Background: an optimization exercise with open tools, aiming at small area. Do not read the settings as production practice.
RTL that was checked went through simulation tests only; none was proved equivalent to the original.
No activity file was given, so power comes from the tool's default toggle rates.

==> inputs of try-cedar <==
## my_fifo
module my_fifo #(
                   parameter DATA_W           = 128      ,         
                   parameter DEPTH            = 16     ,         
                   parameter UPP_TH           = 4      ,         
                   parameter LOW_TH           = 2                
                )
                (
                   input                   clk         ,
                   input                   rstn        ,
                   input                   i_wren      ,
                   input  [DATA_W - 1 : 0] i_wrdata    ,
                   output                  o_alm_full  ,
                   output                  o_full      ,
                   input                   i_rden      ,
                   output [DATA_W - 1 : 0] o_rddata    ,
                   output                  o_alm_empty ,
                   output                  o_empty
                );
localparam NS = DEPTH - 1;           
localparam NP = NS + 2;              
localparam NG = (NP + 2) / 3;        
logic [DATA_W - 1        : 0] head_rg         ;         
logic [DATA_W - 1        : 0] mem_rg [NS]     ;         
logic [NS - 1            : 0] wrsel_rg        ;         
logic [NS - 1            : 0] rdsel_rg        ;         
logic [$clog2(DEPTH)     : 0] dcount_rg       ;         
logic wren_s, rden_s, full_s, empty_s, one_s;
logic ld_wr_s, ld_mem_s, hold_head_s, wr_mem_s;
logic [NS - 1 : 0] we_s, hold_s;
logic [NP - 1 : 0] hsel_s;                               
assign full_s   = (dcount_rg == DEPTH);
assign empty_s  = (dcount_rg == 0);
assign one_s    = (dcount_rg == 1);
assign wren_s   = i_wren & !full_s & rstn;
assign rden_s   = i_rden & !empty_s;
assign ld_wr_s     = wren_s & (empty_s | (one_s & i_rden));
assign ld_mem_s    = rden_s & !one_s;
assign hold_head_s = !(ld_wr_s | ld_mem_s);
assign wr_mem_s    = wren_s & !ld_wr_s;
assign we_s   = wrsel_rg & {NS{wr_mem_s}};
assign hold_s = ~we_s;
assign hsel_s = {hold_head_s, ld_wr_s, rdsel_rg & {NS{ld_mem_s}}};
genvar i, b, g;
generate
   for (i = 0; i < NS; i++) begin : g_ent
      logic [DATA_W - 1 : 0] nx;
  ...
==> module fifo_ao22, before the edit <==
module fifo_ao22 (input a1, input a2, input b1, input b2, output x);
   assign x = (a1 & a2) | (b1 & b2);
endmodule
==> module fifo_aoi222, before the edit <==
module fifo_aoi222 (input a1, input a2, input b1, input b2, input c1, input c2, output y);
   assign y = ~((a1 & a2) | (b1 & b2) | (c1 & c2));
endmodule
==> module fifo_nand2, before the edit <==
module fifo_nand2 (input a, input b, output y);
   assign y = ~(a & b);
endmodule
==> module my_fifo, before the edit <==
module my_fifo #(
                   parameter DATA_W           = 128      ,         
                   parameter DEPTH            = 16     ,         
                   parameter UPP_TH           = 4      ,         
                   parameter LOW_TH           = 2                
                )
                (
                   input                   clk         ,
                   input                   rstn        ,
                   input                   i_wren      ,
                   input  [DATA_W - 1 : 0] i_wrdata    ,
                   output                  o_alm_full  ,
                   output                  o_full      ,
                   input                   i_rden      ,
                   output [DATA_W - 1 : 0] o_rddata    ,
                   output                  o_alm_empty ,
                   output                  o_empty
                );
localparam NS = DEPTH - 1;           
localparam NP = NS + 2;              
localparam NG = (NP + 2) / 3;        
logic [DATA_W - 1        : 0] head_rg         ;         
logic [DATA_W - 1        : 0] mem_rg [NS]     ;         
logic [NS - 1            : 0] wrsel_rg        ;         
logic [NS - 1            : 0] rdsel_rg        ;         
logic [$clog2(DEPTH)     : 0] dcount_rg       ;         
logic wren_s, rden_s, full_s, empty_s, one_s;
logic ld_wr_s, ld_mem_s, hold_head_s, wr_mem_s;
logic [NS - 1 : 0] we_s, hold_s;
logic [NP - 1 : 0] hsel_s;                               
assign full_s   = (dcount_rg == DEPTH);
assign empty_s  = (dcount_rg == 0);
assign one_s    = (dcount_rg == 1);
assign wren_s   = i_wren & !full_s & rstn;
assign rden_s   = i_rden & !empty_s;
assign ld_wr_s     = wren_s & (empty_s | (one_s & i_rden));
assign ld_mem_s    = rden_s & !one_s;
assign hold_head_s = !(ld_wr_s | ld_mem_s);
assign wr_mem_s    = wren_s & !ld_wr_s;
assign we_s   = wrsel_rg & {NS{wr_mem_s}};
assign hold_s = ~we_s;
assign hsel_s = {hold_head_s, ld_wr_s, rdsel_rg & {NS{ld_mem_s}}};
genvar i, b, g;
generate
   for (i = 0; i < NS; i++) begin : g_ent
      logic [DATA_W - 1 : 0] nx;
      for (b = 0; b < DATA_W; b++) begin : g_bit
         fifo_ao22 u_mx (.a1(i_wrdata[b]), .a2(we_s[i]), .b1(mem_rg[i][b]), .b2(hold_s[i]), .x(nx[b]));
      end
      always @ (posedge clk) mem_rg[i] <= nx;
   end
   for (b = 0; b < DATA_W; b++) begin : g_rd
      logic [NP - 1 : 0]     src;
      logic [3 * NG - 1 : 0] sel_p, src_p;
      logic [NG - 1 : 0]     z;
      logic                  z2;
      for (i = 0; i < NS; i++) begin : g_src
         assign src[i] = mem_rg[i][b];
      end
      assign src[NS]     = i_wrdata[b];
      assign src[NS + 1] = head_rg[b];
      assign sel_p = {{(3 * NG - NP){1'b0}}, hsel_s};
      assign src_p = {{(3 * NG - NP){1'b0}}, src};
      for (g = 0; g < NG; g++) begin : g_grp
         if (3 * g + 2 < NP) begin : g3
            fifo_aoi222 u_ao (.a1(sel_p[3*g]), .a2(src_p[3*g]), .b1(sel_p[3*g+1]), .b2(src_p[3*g+1]),
                              .c1(sel_p[3*g+2]), .c2(src_p[3*g+2]), .y(z[g]));
         end else begin : g2
            fifo_nand2 u_n0 (.a(sel_p[3*g]), .b(src_p[3*g]), .y(z[g]));
            fifo_nand2 u_n1 (.a(sel_p[3*g+1]), .b(src_p[3*g+1]), .y(z2));
         end
      end
      always @ (posedge clk) head_rg[b] <= ~(&z & z2);
   end
endgenerate
always @ (posedge clk) begin
   if (!rstn) begin
      wrsel_rg  <= 1;
      rdsel_rg  <= 1;
      dcount_rg <= 0;
   end
   else begin
      if (wr_mem_s) wrsel_rg <= {wrsel_rg[NS-2:0], wrsel_rg[NS-1]};
      if (ld_mem_s) rdsel_rg <= {rdsel_rg[NS-2:0], rdsel_rg[NS-1]};
      if (wren_s && !rden_s)      dcount_rg <= dcount_rg + 1'b1;
      else if (!wren_s && rden_s) dcount_rg <= dcount_rg - 1'b1;
   end
end
assign o_full      = full_s;
assign o_empty     = empty_s;
assign o_alm_full  = (dcount_rg > UPP_TH);
assign o_alm_empty = (dcount_rg < LOW_TH);
assign o_rddata    = head_rg;
endmodule
clock: 4.5 ns
lec_check: 0
cap_margin: 0
core_margin: 2
core_utilization: 65
place_density: 0.8
slew_margin: 0
synth_hierarchical: 1
synth_minimum_keep_size: 0
buffer_ports_args: -buffer_cell sky130_fd_sc_hd__buf_1
cts_args: -sink_clustering_enable -repair_clock_nets -dont_use_dummy_load -buf_list {sky130_fd_sc_hd__clkbuf_4 sky130_fd_sc_hd__clkbuf_8} -root_buf sky130_fd_sc_hd__clkbuf_8 -sink_clustering_buffer sky130_fd_sc_hd__clkbuf_4 -sink_clustering_size 10 -sink_clustering_max_diameter 35
recover_power: 100
standard.sh (not shown) runs the stock make flow with config.mk's settings and CLKGATE_MAP_FILE= SYNTH_SCRIPT=/design/flow/synth_recipe.tcl, a recipe that flattens the netlist after the stock synthesis.
==> flow/flow/run.sh <==
#!/bin/bash
# Standard ORFS layout, with small port buffers, a clock tree of small buffers without
# dummy loads, and power recovery (downsizing) after global routing.
set -euo pipefail
cat >> config.mk <<'EOF'
export BUFFER_PORTS_ARGS = -buffer_cell sky130_fd_sc_hd__buf_1
export CTS_ARGS = -sink_clustering_enable -repair_clock_nets -dont_use_dummy_load -buf_list {sky130_fd_sc_hd__clkbuf_4 sky130_fd_sc_hd__clkbuf_8} -root_buf sky130_fd_sc_hd__clkbuf_8 -sink_clustering_buffer sky130_fd_sc_hd__clkbuf_4 -sink_clustering_size 10 -sink_clustering_max_diameter 35
export RECOVER_POWER = 100
EOF
bash standard.sh > standard.log 2>&1
==> try-sierra: changes against try-cedar <==
==> flow/design.v (replaced) <==
module my_fifo #(
                   parameter DATA_W           = 128      ,
                   parameter DEPTH            = 16     ,
                   parameter UPP_TH           = 4      ,
                   parameter LOW_TH           = 2
                )
                (
                   input                   clk         ,
                   input                   rstn        ,
                   input                   i_wren      ,
                   input  [DATA_W - 1 : 0] i_wrdata    ,
                   output                  o_alm_full  ,
                   output                  o_full      ,
                   input                   i_rden      ,
                   output [DATA_W - 1 : 0] o_rddata    ,
                   output                  o_alm_empty ,
                   output                  o_empty
                );
logic [DATA_W - 1        : 0] data_rg [DEPTH] ;
logic [DEPTH - 1         : 0] wrsel_rg        ;         
logic [DEPTH - 1         : 0] wrseln_rg       ;         
logic [DEPTH - 1         : 0] rdsel_rg        ;         
logic [$clog2(DEPTH)     : 0] dcount_rg       ;
logic [DATA_W - 1        : 0] rd_s            ;
logic [DEPTH - 1         : 0] we_s, hold_s    ;
logic wren_s, rden_s, full_s, empty_s;
assign we_s   = wrsel_rg & {DEPTH{wren_s}};
assign hold_s = wrseln_rg | {DEPTH{!wren_s}};
always @ (posedge clk) begin
   for (int i = 0; i < DEPTH; i++)
      data_rg[i] <= ({DATA_W{we_s[i]}} & i_wrdata) | ({DATA_W{hold_s[i]}} & data_rg[i]);
end
always @ (posedge clk) begin
   if (!rstn) begin
      wrsel_rg  <= 1;
      wrseln_rg <= ~1;
      rdsel_rg  <= 1;
      dcount_rg <= 0;
   end
   else begin
      if (wren_s) begin
         wrsel_rg  <= {wrsel_rg[DEPTH-2:0], wrsel_rg[DEPTH-1]};
         wrseln_rg <= {wrseln_rg[DEPTH-2:0], wrseln_rg[DEPTH-1]};
      end
      if (rden_s) rdsel_rg <= {rdsel_rg[DEPTH-2:0], rdsel_rg[DEPTH-1]};
      if (wren_s && !rden_s)      dcount_rg <= dcount_rg + 1'b1;
      else if (!wren_s && rden_s) dcount_rg <= dcount_rg - 1'b1;
   end
end
assign full_s      = (dcount_rg == DEPTH);
assign empty_s     = (dcount_rg == 0);
assign wren_s      = i_wren & !full_s & rstn;
assign rden_s      = i_rden & !empty_s;
assign o_full      = full_s;
assign o_empty     = empty_s;
assign o_alm_full  = (dcount_rg > UPP_TH);
assign o_alm_empty = (dcount_rg < LOW_TH);
always_comb begin
   rd_s = '0;
   for (int i = 0; i < DEPTH; i++) rd_s = rd_s | ({DATA_W{rdsel_rg[i]}} & data_rg[i]);
end
assign o_rddata    = rd_s;
endmodule
==> flow/run.sh (new file) <==
#!/bin/bash
# synth_recipe.tcl (not shown) runs the flow's synth.tcl, then flattens the netlist and writes it again
# the make line also repeats each setting of config.mk as NAME=value (left out here)
make -C /OpenROAD-flow-scripts/flow DESIGN_CONFIG=/design/flow/config.mk WORK_HOME=/design/flow/orfs CLKGATE_MAP_FILE= SYNTH_SCRIPT=/design/flow/synth_recipe.tcl finish
Settings changed: BUFFER_PORTS_ARGS -buffer_cell sky130_fd_sc_hd__buf_1 to default, CAP_MARGIN 0 to 20, CTS_ARGS -sink_clustering_enable -repair_clock_nets -dont_use_dummy_load -buf_list {sky130_fd_sc_hd__clkbuf_4 sky130_fd_sc_hd__clkbuf_8} -root_buf sky130_fd_sc_hd__clkbuf_8 -sink_clustering_buffer sky130_fd_sc_hd__clkbuf_4 -sink_clustering_size 10 -sink_clustering_max_diameter 35 to default, PLACE_DENSITY 0.8 to 0.75, RECOVER_POWER 100 to default, SLEW_MARGIN 0 to 20, SYNTH_HIERARCHICAL 1 to default, SYNTH_MINIMUM_KEEP_SIZE 0 to default.
removed: flow/flow/run.sh
removed: flow/standard.sh
==> try-zinc: changes against try-cedar <==
--- a/flow/design.v
+++ b/flow/design.v
@@ -31,6 +31,8 @@
 logic [DATA_W - 1        : 0] head_rg         ;         
 logic [DATA_W - 1        : 0] mem_rg [NS]     ;         
-logic [NS - 1            : 0] wrsel_rg        ;         
-logic [NS - 1            : 0] rdsel_rg        ;         
+logic [3                 : 0] wrptr_rg        ;         
+logic [3                 : 0] rdptr_rg        ;         
+logic [NS - 1            : 0] wrsel_s         ;         
+logic [NS - 1            : 0] rdsel_s         ;         
 logic [$clog2(DEPTH)     : 0] dcount_rg       ;         
 logic wren_s, rden_s, full_s, empty_s, one_s;
@@ -47,7 +49,22 @@
 assign hold_head_s = !(ld_wr_s | ld_mem_s);
 assign wr_mem_s    = wren_s & !ld_wr_s;
-assign we_s   = wrsel_rg & {NS{wr_mem_s}};
+function automatic [3:0] lfsr_nx(input [3:0] p);
+   lfsr_nx = {p[2:0], p[3] ^ p[2]};
+endfunction
+function automatic [3:0] lfsr_st(input integer k);    
+   integer j;
+   lfsr_st = 4'b0001;
+   for (j = 0; j < k; j = j + 1) lfsr_st = lfsr_nx(lfsr_st);
+endfunction
+genvar k;
+generate
+   for (k = 0; k < NS; k++) begin : g_dec
+      assign wrsel_s[k] = (wrptr_rg == lfsr_st(k));
+      assign rdsel_s[k] = (rdptr_rg == lfsr_st(k));
+   end
+endgenerate
+assign we_s   = wrsel_s & {NS{!full_s}};
 assign hold_s = ~we_s;
-assign hsel_s = {hold_head_s, ld_wr_s, rdsel_rg & {NS{ld_mem_s}}};
+assign hsel_s = {hold_head_s, ld_wr_s, rdsel_s & {NS{ld_mem_s}}};
 genvar i, b, g;
 generate
@@ -85,11 +102,11 @@
 always @ (posedge clk) begin
    if (!rstn) begin
-      wrsel_rg  <= 1;
-      rdsel_rg  <= 1;
+      wrptr_rg  <= 4'b0001;
+      rdptr_rg  <= 4'b0001;
       dcount_rg <= 0;
    end
    else begin
-      if (wr_mem_s) wrsel_rg <= {wrsel_rg[NS-2:0], wrsel_rg[NS-1]};
-      if (ld_mem_s) rdsel_rg <= {rdsel_rg[NS-2:0], rdsel_rg[NS-1]};
+      if (wr_mem_s) wrptr_rg <= lfsr_nx(wrptr_rg);
+      if (ld_mem_s) rdptr_rg <= lfsr_nx(rdptr_rg);
       if (wren_s && !rden_s)      dcount_rg <= dcount_rg + 1'b1;
       else if (!wren_s && rden_s) dcount_rg <= dcount_rg - 1'b1;
==> flow/flow/run.sh (replaced) <==
#!/bin/bash
# Standard ORFS layout, with small port buffers and a clock tree of small buffers without
# dummy loads.
set -euo pipefail
cat >> config.mk <<'EOF'
export BUFFER_PORTS_ARGS = -buffer_cell sky130_fd_sc_hd__buf_1
export CTS_ARGS = -sink_clustering_enable -repair_clock_nets -dont_use_dummy_load -buf_list {sky130_fd_sc_hd__clkbuf_4 sky130_fd_sc_hd__clkbuf_8} -root_buf sky130_fd_sc_hd__clkbuf_8 -sink_clustering_buffer sky130_fd_sc_hd__clkbuf_8 -sink_clustering_size 18 -sink_clustering_max_diameter 60
EOF
bash standard.sh > standard.log 2>&1
Settings changed: CORE_UTILIZATION 65 to 75, CTS_ARGS -sink_clustering_enable -repair_clock_nets -dont_use_dummy_load -buf_list {sky130_fd_sc_hd__clkbuf_4 sky130_fd_sc_hd__clkbuf_8} -root_buf sky130_fd_sc_hd__clkbuf_8 -sink_clustering_buffer sky130_fd_sc_hd__clkbuf_4 -sink_clustering_size 10 -sink_clustering_max_diameter 35 to -sink_clustering_enable -repair_clock_nets -dont_use_dummy_load -buf_list {sky130_fd_sc_hd__clkbuf_4 sky130_fd_sc_hd__clkbuf_8} -root_buf sky130_fd_sc_hd__clkbuf_8 -sink_clustering_buffer sky130_fd_sc_hd__clkbuf_8 -sink_clustering_size 18 -sink_clustering_max_diameter 60, PLACE_DENSITY 0.8 to 0.85, RECOVER_POWER 100 to default.
==> notes.md <==
item	try-zinc	try-cedar	try-sierra
PnR Total Power	45.46 mW	40.20 mW	47.03 mW
Met1 routing resource usage after global routing	64.88%	58.02%	60.10%
Critical Path AT	4.27 ns	4.95 ns	3.52 ns
Clk pwr	8.26 mW	9.47 mW	17.5 mW
Cell internal power dissipation	30.78 mW	28.07 mW	35.06 mW
Share of layout cells above drive strength 1	5.616%	8.009%	8.637%
Fraction of the mapped netlist area in compound gates	33.70%	33.68%	36.03%
Area taken by multi-input logic gates	27320 um^2	27110 um^2	28880 um^2
Hold Crit Start	rstn	mem_rg[1][80]	wrsel_rg[2]
Run status	complete, no violations	complete, but fails checks	complete, no violations
Reasons for failing layout checks	-	max-capacitance violations, max-slew violations	-
Worst VDD drop	1.028 mV	0.5239 mV	0.4451 mV
Slowest stage cell, crit path	nor2_4	clkbuf_2	dfxtp_4
Worst reg2reg endpoint	mem_rg[4][63]	mem_rg[6][89]	data_rg[13][112]
Well-Tap Cells	1186	1403	1524
Met3 layer wire length in the routed design	40790 um	39870 um	39250 um
Number of H-tree branching levels	4	5	4
Layout Cells excl Fill	7013	7452	7771
GR Util All Layers	49.21%	43.58%	44.55%
Portion of synthesized cell area occupied by the leading cell type	59.59%	59.74%	55.74%
Function not checked in try-cedar and try-sierra: the RTL went through the layout flow alone.

## afterwards: timing with drivers on the ports
Ports are ideal in the flow. The routed layouts listed here were re-timed in OpenROAD. Step 1 assumes that a clkbuf_16 drives the clock port and a buf_2 every other input. Step 2 adds t to the input delays and takes it off the output delays; t is the mean of the earliest and latest rising clock arrival at the registers after step 1. Input paths then give back, and output paths get back, about the clock's delay inside the block. Slacks: ideal ports / drivers / drivers and shift; pairs: ideal ports / drivers.
run | t, ns | setup slack, ns | worst hold slack (ns) | worst setup path after step 2
try-cedar | 1.020 | 0.415 / 0.415 / 0.081 | 0.446 / 0.425 / 0.446 | input to register
try-sierra | 0.895 | 0.077 / 0.002 / 0.878 | 0.450 / 0.450 / 0.450 | input to register
try-zinc | 0.919 | 1.046 / 1.036 / 0.935 | 0.442 / 0.392 / 0.480 | input to register
For try-cedar, which loses most, drivers alone change the setup slack by 0.000 ns; drivers and shift together by -0.334 ns.
